Context: an optimization exercise on an open-source flow, tuned for small area, a short achievable clock period and few clock cycles. The choices shown serve that exercise and are no tape-out recipe. No run shown here included a check of the RTL's function; only the layout flow was run. Power is estimated from default activity; no workload was simulated.

==> flow/design.v, too long to show whole: its modules and the start of the top module <==
// module conv2d_3x3_lb: 1148 lines
module conv2d_3x3_lb #(
    parameter MAX_W = 16
)(
    input         clk,
    input         reset,
    input         start,
    input  [7:0]  base_a,
    input  [7:0]  base_b,
    input  [7:0]  base_c,
    input  [4:0]  tile_w,    
    input  [4:0]  tile_h,    
    output reg    busy,
    output reg    done,
    output            a_en,
    output            a_we,          
    output reg  [7:0] a_addr,
    output      [31:0] a_di,         
    input       [31:0] a_dout,
    output            b_en,
    output            b_we,          
    output reg  [7:0] b_addr,
    output      [31:0] b_di,         
    input       [31:0] b_dout,
    output            c_en,
    output            c_we,
    output reg  [7:0] c_addr,
    output reg [31:0] c_di,
    input       [31:0] c_dout        
);
  // ...
==> flow/flow/run.sh <==
#!/bin/bash
# Standard ORFS layout (the standard.sh, unchanged synthesis), with
# timing repair aimed well below the clock period, and plain buffers on the
# ports instead of delay buffers.
set -euo pipefail
bash standard.sh \
  SETUP_SLACK_MARGIN=11 \
  BUFFER_PORTS_ARGS="-buffer_cell sky130_fd_sc_hd__buf_2" \
  finish > standard.log 2>&1
==> flow/standard.sh <==
#!/bin/bash
# synth_recipe.tcl (not shown) runs the flow's synth.tcl, then flattens the netlist and writes it again
# the make line also repeats each setting of config.mk as NAME=value (left out here)
make -C /OpenROAD-flow-scripts/flow DESIGN_CONFIG=/design/flow/config.mk WORK_HOME=/design/flow/orfs CLKGATE_MAP_FILE= SYNTH_SCRIPT=/design/flow/synth_recipe.tcl "${@:-finish}"
==> flow/config.mk <==
export PLATFORM = sky130hd
export DESIGN_NAME = conv2d_3x3_lb
export DESIGN_NICKNAME = conv2d_3x3_lb
export VERILOG_FILES = /design/flow/design.v
export SDC_FILE = /design/flow/constraint.sdc
export NUM_CORES = 4
export LEC_CHECK = 0
export CAP_MARGIN = 20
export CORE_MARGIN = 2
export CORE_UTILIZATION = 40
export SLEW_MARGIN = 20
==> flow/constraint.sdc <==
create_clock -name core_clock -period 15.0 [get_ports {clk}]
set_input_delay 3.0000 -clock core_clock [delete_from_list [all_inputs] [get_ports {clk}]]
set_output_delay 3.0000 -clock core_clock [all_outputs]
set_load 0.01 [all_outputs]
==> flow_summary_export.csv, run 1 <==
group,metric,value,unit
outcome,outcome,"timing/DRC/antenna clean",
sta,final_max_slew_viol_count,0,
floorplanning,nWellTaps,672,
synth,synth_most_common_cell,"fa_1",
synth,seq_area_frac_synth,24.2,%
detailed_routing,wl_met1,23300,um
synth,synth_commonest_cells,"fa_1 (273), a22oi_1 (256), inv_1 (256)",
cells_and_area,multi_input_cells,1341,
cells_and_area,regArea,0.00502,mm^2
synth,synth_top_family_by_area,"adder cells",
worst_setup_path,cp_slowest_cell,"fa_2",
sta,skew,16.2,ps
sta,maxSlewHeadroom,46.6,%
clock_network,htreeDepth,1,
sta,whs,329,ps
sta,worst_slack,10330,ps
global_routing,grt_pass1_vias,15500,
clock_network,clk_latency,590,ps
pwr,pg_seq,1.04,mW
cells_and_area,multi_input_area_share,57.3,%
cells_and_area,drive_gt1_share,21.3,%
worst_setup_path,path_cells,"buf_8 > inv_4 > ha_4 > nand2_1 > o21ai_1 > nand2_1 > buf_4 > fa_2 > inv_2 > a21oi_1 > o21bai_1 > a21oi_1 > nor2_1 > nor2_1 > xnor2_1 > mux2_2",
synth,yosys.area_share.simple,5.85,%
pwr,swShare,45.2,%
floorplanning,num_rows,82,
global_routing,grt_pass1_wl,87200,um
pwr,powerDensity,228,mW/mm^2
detailed_routing,routed-wl-met2,26300,um
synth,yosysWarnings,1,
synth,synthMuxAreaShare,0.499,%
cells_and_area,final_common_cell,"fa_1",
cells_and_area,fin_util,47.6,%
min_path,hold_path_class,"flop to flop",
clock_network,clkTransAtPathRegs,60,ps
min_path,hold_end,"f2$_DFF_P_",
worst_setup_path,path_delay_family,"adder cells",
==> inputs of run 2 (changes only) <==
--- a/flow/design.v
+++ b/flow/design.v
@@ -36,16 +36,17 @@
     reg        wr_en;       
     assign a_en = rd_en;
     assign b_en = rd_en;
     assign c_en = wr_en;
     assign c_we = wr_en;
     reg  [1:0] kj, ki;      
     reg  [4:0] ox_left;     
     reg  [4:0] oy_left;     
+    reg  [4:0] wr;          
     reg        f1, f2;
     reg        l1, l2, l3;
     reg [31:0] A_r;                   
     reg [15:0] bneg, bone, btwo;      
     reg [31:0] acc_s, acc_c;          
     wire [31:0] nxt_s, nxt_c;
     wire [31:0] acc_sum;
     wire [32:0] bx = {b_dout, 1'b0};
@@ -54,18 +55,18 @@
     generate for (gi = 0; gi < 16; gi = gi + 1) begin : benc
         assign enc_neg[gi] = bx[2*gi+2];
         assign enc_one[gi] = bx[2*gi+1] ^ bx[2*gi];
         assign enc_two[gi] = (bx[2*gi+2] & ~bx[2*gi+1] & ~bx[2*gi]) |
                              (~bx[2*gi+2] & bx[2*gi+1] & bx[2*gi]);
     end endgenerate
     wire       row_end = (ox_left == 5'd0);
     wire [7:0] a_step  = (kj != 2'd2) ? 8'd1 :
-                         (ki != 2'd2) ? {3'd0, tile_w} - 8'd2 :
-                         {2'b11, ~tile_w, 1'b1} + {6'd0, row_end, 1'b0};
+                         (ki != 2'd2) ? {3'd0, wr} - 8'd2 :
+                         {2'b11, ~wr, 1'b1} + {6'd0, row_end, 1'b0};
   wire pp0_0 = (bone[0] & A_r[0]) ^ bneg[0];
   wire pp0_1 = ((bone[0] & A_r[1]) | (btwo[0] & A_r[0])) ^ bneg[0];
   wire pp0_2 = ((bone[0] & A_r[2]) | (btwo[0] & A_r[1])) ^ bneg[0];
   wire pp0_3 = ((bone[0] & A_r[3]) | (btwo[0] & A_r[2])) ^ bneg[0];
   wire pp0_4 = ((bone[0] & A_r[4]) | (btwo[0] & A_r[3])) ^ bneg[0];
   wire pp0_5 = ((bone[0] & A_r[5]) | (btwo[0] & A_r[4])) ^ bneg[0];
   wire pp0_6 = ((bone[0] & A_r[6]) | (btwo[0] & A_r[5])) ^ bneg[0];
   wire pp0_7 = ((bone[0] & A_r[7]) | (btwo[0] & A_r[6])) ^ bneg[0];
@@ -966,34 +967,50 @@
   wire s507 = c472 ^ s501 ^ s503;
   wire c508 = (c472 & s501) | (c472 & s503) | (s501 & s503);
   wire s509 = c474 ^ s505 ^ c476;
   wire c510 = (c474 & s505) | (c474 & c476) | (s505 & c476);
   wire s511 = s507 ^ c478 ^ s509;
   wire c512 = (s507 & c478) | (s507 & s509) | (c478 & s509);
   assign nxt_s[30] = c480;
   assign nxt_c[30] = s511;
-  wire s513 = ac31 ^ as31 ^ pp0_31;
-  wire s515 = pp10_11 ^ pp11_9 ^ pp12_7;
-  wire s517 = pp13_5 ^ pp14_3 ^ pp15_1;
-  wire s519 = pp1_29 ^ pp2_27 ^ pp3_25;
-  wire s521 = pp4_23 ^ pp5_21 ^ pp6_19;
-  wire s523 = pp7_17 ^ pp8_15 ^ pp9_13;
-  wire s525 = c482 ^ c484 ^ c486;
-  wire s527 = c488 ^ c490 ^ c492;
-  wire s529 = s513 ^ s515 ^ s517;
-  wire s531 = s519 ^ s521 ^ s523;
-  wire s533 = c494 ^ c496 ^ s525;
-  wire s535 = s527 ^ c498 ^ c500;
-  wire s537 = s529 ^ s531 ^ c502;
-  wire s539 = c504 ^ s533 ^ s535;
-  wire s541 = c506 ^ c508 ^ s537;
-  wire s543 = s539 ^ c510 ^ s541;
-  assign nxt_s[31] = c512;
-  assign nxt_c[31] = s543;
+  wire x513 = ac31 ^ as31;
+  wire x514 = x513 ^ pp0_31;
+  wire x515 = pp10_11 ^ pp11_9;
+  wire x516 = pp12_7 ^ pp13_5;
+  wire x517 = pp14_3 ^ pp15_1;
+  wire x518 = pp1_29 ^ pp2_27;
+  wire x519 = pp3_25 ^ pp4_23;
+  wire x520 = pp5_21 ^ pp6_19;
+  wire x521 = pp7_17 ^ pp8_15;
+  wire x522 = pp9_13 ^ c482;
+  wire x523 = x514 ^ x515;
+  wire x524 = x516 ^ x517;
+  wire x525 = x518 ^ x519;
+  wire x526 = x520 ^ x521;
+  wire x527 = x522 ^ c484;
+  wire x528 = c486 ^ c488;
+  wire x529 = c490 ^ c492;
+  wire x530 = x523 ^ x524;
+  wire x531 = x525 ^ x526;
+  wire x532 = x527 ^ x528;
+  wire x533 = x529 ^ x530;
+  wire x534 = x531 ^ c494;
+  wire x535 = c496 ^ c498;
+  wire x536 = c500 ^ x532;
+  wire x537 = x533 ^ x534;
+  wire x538 = x535 ^ x536;
+  wire x539 = c502 ^ c504;
+  wire x540 = x537 ^ x538;
+  wire x541 = x539 ^ c506;
+  wire x542 = x540 ^ c508;
+  wire x543 = x541 ^ x542;
+  wire x544 = c510 ^ x543;
+  assign nxt_s[31] = x544;
+  assign nxt_c[31] = c512;
   wire [31:0] ad_p = acc_s ^ acc_c;
   wire [31:0] ad_g = acc_s & acc_c;
   wire adG1 = ad_g[1] | (ad_p[1] & ad_g[0]);
   wire adG2 = ad_g[3] | (ad_p[3] & ad_g[2]);
   wire adP2 = ad_p[3] & ad_p[2];
   wire adG3 = ad_g[5] | (ad_p[5] & ad_g[4]);
   wire adP3 = ad_p[5] & ad_p[4];
   wire adG4 = ad_g[7] | (ad_p[7] & ad_g[6]);
@@ -1105,16 +1122,17 @@
                     rd_en   <= 1'b1;
                     a_addr  <= base_a;
                     b_addr  <= base_b;
                     c_addr  <= base_c;
                     kj      <= 2'd0;
                     ki      <= 2'd0;
                     ox_left <= tile_w - 5'd3;
                     oy_left <= tile_h - 5'd3;
+                    wr      <= tile_w;
                 end
             end else begin
                 if (wr_en) begin
                     c_addr <= c_addr + 8'd1;
                     if (!rd_en && !l3) begin
                         busy <= 1'b0;
                         done <= 1'b1;
                     end
@@ -1130,17 +1148,17 @@
                         b_addr <= b_addr + 8'd1;
                     end else begin
                         kj     <= 2'd0;
                         ki     <= 2'd0;
                         b_addr <= base_b;
                         if (!row_end) begin
                             ox_left <= ox_left - 5'd1;
                         end else begin
-                            ox_left <= tile_w - 5'd3;
+                            ox_left <= wr - 5'd3;
                             if (oy_left == 5'd0)
                                 rd_en <= 1'b0;
                             else
                                 oy_left <= oy_left - 5'd1;
                         end
                     end
                 end
             end
==> flow/flow/run.sh (replaced) <==
#!/bin/bash
# Standard ORFS layout (the standard.sh, unchanged synthesis), with
# timing repair aimed well below the clock period, and plain buffers on the
# ports instead of delay buffers.
set -euo pipefail
bash standard.sh \
  SETUP_SLACK_MARGIN=11 \
  BUFFER_PORTS_ARGS="-buffer_cell sky130_fd_sc_hd__buf_2" \
  CTS_CLUSTER_SIZE=40 CTS_CLUSTER_DIAMETER=80 \
  finish > standard.log 2>&1
==> run 2 against run 1 <==
Total power down 3.5%. Largest cell class unchanged. Sequential share of layout area up 0.59 points. Via count up 1.4%. Utilization down 0.14 points. Clock-buffer cell count down 21. Synthesized cell count up 1.1%. Hold slack worse by 2.4 ps. Maximum frequency up 12%. Die area up 1.5%.
==> flow_summary_export.csv, run 2 <==
group,metric,value,unit
synth,synth_cell_types,53,
synth,yosysWarnings,1,
synth,synth_most_common_cell,"fa_1",
worst_setup_path,worst-r2r-cell-count,16,
floorplanning,io_pins,261,
synth,yosysTopAreaCell,"fa_1",
clock_network,clk_latency,550,ps
worst_setup_path,startpoint_type,"flop",
synth,syn_inst,1997,
worst_setup_path,cp_common_cell,"xnor2_1",
detailed_routing,drc_errors,0,
synth,seq_area_frac_synth,24.5,%
clock_network,cts-root-buf,"clkbuf_16",
placement,place_congestion,0.864,
clock_network,cts_hold_buffers,0,
synth,synth_ff_type,"dfxtp_1",
placement,dp_cells,2716,
global_routing,grt_pass1_vias,15400,
sta,totalNegativeSetupSlack,0,ps
sta,skew,32.6,ps
placement,io_buffer_count,162,
cells_and_area,area_growth,16.9,%
cells_and_area,drive_gt1_share,20.7,%
cells_and_area,fin_cells,2827,
synth,synth_top_area_share,26.8,%
min_path,hold_path_class,"flop to flop",
sta,rsz0062_at_grt,"yes",
clock_network,cts_max_path_buffers,3,
clock_network,clkTransAtPathRegs,110,ps
worst_setup_path,cp-startpoint,"bone[3]$_DFF_P_",
worst_setup_path,regToRegStartpoint,"bone[3]$_DFF_P_",
floorplanning,num_rows,82,
sta,maxSlewHeadroom,47.3,%
synth,yosys-top-cells-area,"fa_1 (27%), dfxtp_1 (18%), a22oi_1 (9.3%)",
worst_setup_path,critPathKind,"flop to flop",
worst_setup_path,path_cells,"buf_12 > a22oi_2 > xor2_2 > fa_2 > inv_2 > fa_2 > fa_1 > inv_1 > fa_2 > fa_2 > xnor2_2 > xnor2_1 > xnor2_1 > xnor2_1 > xnor2_1 > xnor2_1",
pwr,leakagePower,10.3,nW
global_routing,track_usage,21.5,%
synth,ys_ff_latch,228,
worst_setup_path,cp_max_fo,13,
detailed_routing,wirelength,58300,um
detailed_routing,ant_nets,0,
cells_and_area,final_cell_area,0.0238,mm^2
placement,dp_hpwl,39900,um
clock_network,cts_tree,"yes",
detailed_routing,first_pass_iters,7,
cells_and_area,fillerInstances,4648,
cells_and_area,fin_util,47.4,%
sta,min_period,4170,ps
sta,worst_slew_pin_slew,790,ps
detailed_routing,viasPerCell,5.25,
global_routing,grt_max_degree,55,
worst_setup_path,end_kind,"flop",
cells_and_area,final_common_cell,"fa_1",
detailed_routing,wire_per_inst,20.6,um
detailed_routing,vias,14800,
synth,synth_edf_count,43,
sta,finalHoldViolations,0,
sta,max_freq,240,MHz
sta,setup_violations,0,
job,drv_cap,0,
global_routing,antenna_found_initial,4,
detailed_routing,first_iter_violations,1241,
worst_setup_path,crit_arrival,4600,ps
floorplanning,initial_core_util,40.6,%
sta,final_max_slew_viol_count,0,
floorplanning,coreArea,0.0502,mm^2
clock_network,clkSinkCount,228,
synth,avgSynthCellArea,10.2,um^2
synth,synth_commonest_cells,"fa_1 (273), inv_1 (255), a22oi_1 (252)",
min_path,min-delay-start,"f1$_DFF_P_",
floorplanning,die_w,230,um
pwr,powerDensity,219,mW/mm^2
sta,min_period_over_period,27.8,%
cells_and_area,nets,2600,
floorplanning,die-area,0.0527,mm^2
floorplanning,die_h,230,um
synth,mappedNetlistArea,0.0204,mm^2
worst_setup_path,cp_slowest_cell,"fa_2",
clock_network,cts_buffers,17,
cells_and_area,most-common-layout-cells,"fa_1 (261), inv_1 (252), a22oi_1 (237)",
pwr,ir_drop,0.190,mV
synth,synthArstFlopShare,0,%
global_routing,grt_pass1_wl,88700,um
clock_network,htreeDepth,1,
placement,placed_area,0.0214,mm^2
worst_setup_path,critPathMaxStageDelay,540,ps
worst_setup_path,crit_required,15440,ps
global_routing,grt-ovfl-total,0,
outcome,outcome,"timing/DRC/antenna clean",
min_path,holdPathStages,0,
## run 2: layer usage
layer | GRT usage [%] | wire length (um) | up-vias
met5 | 0 | 55 | -
met4 | 8.02 | 2210 | 8
met3 | 4.26 | 4890 | 118
met2 | 36.1 | 28000 | 691
met1 | 27.5 | 23100 | 7427
li1 | - | - | 6602
## run 2: path summary, 6_finish.rpt
kind | to | slack [ps]
hold / removal | f2$_DFF_P_ | 330
setup / recovery | acc_s[31]$_DFF_P_ | 10830
setup reg to reg | acc_s[31]$_DFF_P_ | 10830
hold reg to reg | f2$_DFF_P_ | 330
## run 2: kinds of logic (layout without fill, tap and decap cells)
| group | after synthesis | after routing | synth area share, % |
|---|---|---|---|
| xor gates and xnor gates | 371 | 371 | 16.0 |
| buffers and inverters | 474 | 565 | 10.4 |
| and+or+nand+nor | 221 | 221 | 5.78 |
| AOI/OAI and AO/OA | 366 | 366 | 12.6 |
| other | 1 | 68 | 0.0184 |
| DFF | 228 | 228 | 24.5 |
| muxes | 11 | 11 | 0.596 |
| adders and majority gates | 325 | 325 | 30.0 |
## run 2: power by group
part | internal [mW] | total [mW] | switching, mW
logic | 1.65 | 3.66 | 2.01
registers | 0.907 | 1.04 | 0.137
clock network | 0.229 | 0.499 | 0.270
total | 2.79 | 5.21 | 2.42
## run 2: final cells by class
type,count,area (um^2),area share [%]
multi-input combinational,1360,13700,57.6
sequential,228,5180,21.8
timing repair buffer,275,2470,10.4
inverter,260,1010,4.25
tap,672,841,3.53
clock buffer,17,425,1.79
clock inverter,13,165,0.694
antenna,2,5.00,0.0210
## run 2: critical path, delay by kind of cell, from the launching register on
family          cells  cell delay (ps)
xor+xnor            7             1140
buf+inv             3              270
compound gates      1              170
flops               1              390
fa+ha+maj           5             2070
## run 2: through the flow
step | power, mW | setup slack (ps) | hold WS, ps
2_1_floorplan | 3.70 | 10980 | 310
3_3_place_gp | 4.55 | 9760 | 318
3_5_place_dp | 4.68 | 9690 | 314
4_1_cts | 5.28 | 10820 | 328
5_1_grt | 5.94 | 10700 | 351
6_report | 5.21 | 10830 | 327
## run 2: repair_timing
action	CTS	global route
cloned	10	5
pin swaps	12	20
endpoints found under the hold margin	0	0
setup endpoints to repair	83	72
gates resized for setup	178	81
setup buffers	35	29
==> inputs of run 3 (changes only) <==
--- a/flow/flow/run.sh
+++ b/flow/flow/run.sh
@@ -6,5 +6,4 @@
 bash standard.sh \
   SETUP_SLACK_MARGIN=11 \
   BUFFER_PORTS_ARGS="-buffer_cell sky130_fd_sc_hd__buf_2" \
-  CTS_CLUSTER_SIZE=40 CTS_CLUSTER_DIAMETER=80 \
   finish > standard.log 2>&1
==> run 3 against run 2 <==
Critical path type unchanged. Clock skew is 18 ps lower. Largest power group unchanged. Non-clock buffer count shrank 15. Largest cell class unchanged. Sequential share of layout area down 0.13 points. Combinational power about the same. Flip-flop and latch count unchanged. Register-to-register slack got worse by 20 ps. Clock power is 32% higher.
==> flow_summary_export.csv, run 3 <==
group,metric,value,unit
global_routing,antenna_found_initial,4,
clock_network,htreeDepth,1,
clock_network,cts_buffers,27,
cells_and_area,final_common_cell,"fa_1",
job,drv_cap,0,
detailed_routing,wire_per_inst,20.6,um
synth,synthArstFlopShare,0,%
pwr,powerDensity,225,mW/mm^2
placement,io_buffer_count,162,
sta,setup_violations,0,
pwr,leakagePower,10.3,nW
clock_network,clk_latency,580,ps
synth,synth_most_common_cell,"fa_1",
floorplanning,die-area,0.0527,mm^2
worst_setup_path,critPathKind,"flop to flop",
cells_and_area,fin_cells,2831,
worst_setup_path,end_kind,"flop",
detailed_routing,first_pass_iters,6,
cells_and_area,drive_gt1_share,20.9,%
synth,yosys-top-cells-area,"fa_1 (27%), dfxtp_1 (18%), a22oi_1 (9.3%)",
synth,synth_commonest_cells,"fa_1 (273), inv_1 (255), a22oi_1 (252)",
floorplanning,die_h,230,um
global_routing,track_usage,21.4,%
sta,min_period,4190,ps
placement,dp_hpwl,39900,um
synth,ys_ff_latch,228,
clock_network,cts_max_path_buffers,3,
synth,yosysWarnings,1,
global_routing,grt_pass1_vias,15500,
worst_setup_path,cp_max_fo,15,
cells_and_area,most-common-layout-cells,"fa_1 (256), inv_1 (254), a22oi_1 (235)",
outcome,outcome,"timing/DRC/antenna clean",
cells_and_area,area_growth,17.7,%
sta,final_max_slew_viol_count,0,
clock_network,clkTransAtPathRegs,60,ps
synth,synth_edf_count,43,
sta,finalHoldViolations,0,
sta,min_period_over_period,27.9,%
cells_and_area,nets,2595,
floorplanning,num_rows,82,
detailed_routing,first_iter_violations,1208,
clock_network,cts_hold_buffers,0,
synth,synth_ff_type,"dfxtp_1",
worst_setup_path,crit_arrival,4670,ps
pwr,ir_drop,0.194,mV
floorplanning,die_w,230,um
synth,syn_inst,1997,
synth,mappedNetlistArea,0.0204,mm^2
clock_network,cts_tree,"yes",
sta,maxSlewHeadroom,47.7,%
synth,seq_area_frac_synth,24.5,%
sta,rsz0062_at_grt,"yes",
clock_network,clkSinkCount,228,
floorplanning,initial_core_util,40.6,%
placement,place_congestion,0.864,
worst_setup_path,startpoint_type,"flop",
sta,worst_slew_pin_slew,784,ps
synth,synth_cell_types,53,
detailed_routing,vias,14800,
synth,avgSynthCellArea,10.2,um^2
floorplanning,coreArea,0.0502,mm^2
detailed_routing,wirelength,58300,um
min_path,hold_path_class,"flop to flop",
floorplanning,io_pins,261,
sta,totalNegativeSetupSlack,0,ps
detailed_routing,viasPerCell,5.23,
global_routing,grt_max_degree,33,
sta,max_freq,239,MHz
global_routing,grt_pass1_wl,88300,um
synth,yosysTopAreaCell,"fa_1",
synth,synth_top_area_share,26.8,%
worst_setup_path,crit_required,15480,ps
sta,whs,328,ps
global_routing,grt-ovfl-total,0,
clock_network,cts-root-buf,"clkbuf_16",
sta,skew,14.9,ps
detailed_routing,ant_nets,0,
placement,dp_cells,2716,
detailed_routing,drc_errors,0,
## run 3: cell counts after synthesis
No cell type changed its count.
## run 3: path summary, 6_finish.rpt
path,from,endpoint,slack (ps),cells past startpoint
setup / recovery,bone[1]$_DFF_P_,acc_s[31]$_DFF_P_,10810,16
hold / removal,f1$_DFF_P_,f2$_DFF_P_,330,0
setup reg to reg,bone[1]$_DFF_P_,acc_s[31]$_DFF_P_,10810,16
hold reg to reg,f1$_DFF_P_,f2$_DFF_P_,330,0
## run 3: per-layer routing
layer	track usage (%)	up-vias	routed length [um]	part of all wire (%)
met4	8.42	8	2450	4.2
met5	0	-	50	0.086
met2	35.8	605	28100	48
met1	27.3	7452	23500	40
met3	4.06	143	4140	7.1
li1	-	6595	-	-
## run 3: stage by stage
stage | cell area [um^2] | utilization (%) | setup slack (ps) | power (mW)
floorplan | 20800 | - | 10980 | 3.70
global placement | 21400 | 42.7 | 9760 | 4.55
detailed placement | 21400 | 42.7 | 9690 | 4.68
CTS | 23300 | 46.5 | 10800 | 5.45
global route | 24000 | 47.8 | 10650 | 6.14
finish | 24000 | 47.8 | 10810 | 5.38
## run 3: power breakdown
part           internal (mW)  switching (mW)
Clock                  0.387           0.273
Sequential             0.910           0.143
Combinational           1.66            2.01
Total                   2.96            2.43
## run 3: area by class of cell
| type | count | area, um^2 |
|---|---|---|
| diodes | 1 | 2.50 |
| clock buffers | 36 | 749 |
| clock inverters | 14 | 144 |
| fillers | 4621 | 26200 |
| inverters | 260 | 1010 |
| multi-input cells | 1360 | 13700 |
| flip-flops and latches | 228 | 5180 |
| well taps | 672 | 841 |
| repair buffers | 260 | 2330 |
## run 3: kinds of logic after synthesis
logic type	count (synthesis)	synth area share, %
buffers and inverters	474	10.4
xor gates and xnor gates	371	16.0
AOI/OAI and AO/OA	366	12.6
adders and majority gates	325	30.0
DFF	228	24.5
and+or+nand+nor	221	5.78
muxes	11	0.596
other	1	0.0184
## run 3: worst max-delay path: stages (launching register included)
cell	delay, ps
dfxtp_4	370
buf_12	160
a22oi_2	170
xor2_1	120
fa_1	450
inv_2	110
fa_1	420
fa_1	510
inv_1	50
fa_2	340
fa_2	390
xnor2_2	150
xnor2_1	210
xnor2_1	160
xnor2_1	160
xnor2_1	110
xnor2_1	230
## run 3: what timing repair did
action,4_1_cts,5_1_grt
setup buffers,34,17
setup endpoints to repair,97,76
gates cloned,7,6
gates resized for setup,162,105
pin swaps,6,18

port drivers added, routing unchanged:
The flow's constraints put no driver on any port. The routed layouts listed below were extracted and timed again, unchanged, in two steps.
Step 1, drivers: a clkbuf_16 drives clk and a buf_2 each remaining input, both assumed.
Step 2, shift: input delay + t, output delay - t, t = (earliest + latest rising clock arrival at the registers) / 2. This alone moves slack from input paths to output paths.
a / b / c = ideal / step 1 / step 2; a / b = the first two.
run	shift t [ns]	setup WS [ns]	worst setup path after step 2	clock arrival spread, ns	pins driven straight from the clock port
run 1	0.637	10.332 / 10.342 / 9.705	input to register	0.017 / 0.017	1
run 2	0.591	10.834 / 10.797 / 10.633	input to register	0.032 / 0.032	1
run 3	0.630	10.812 / 10.784 / 10.603	input to register	0.018 / 0.018	1
After both steps every run listed still meets setup and hold. For run 1, which loses most, drivers alone change the setup slack by +0.010 ns; drivers and shift together by -0.627 ns.
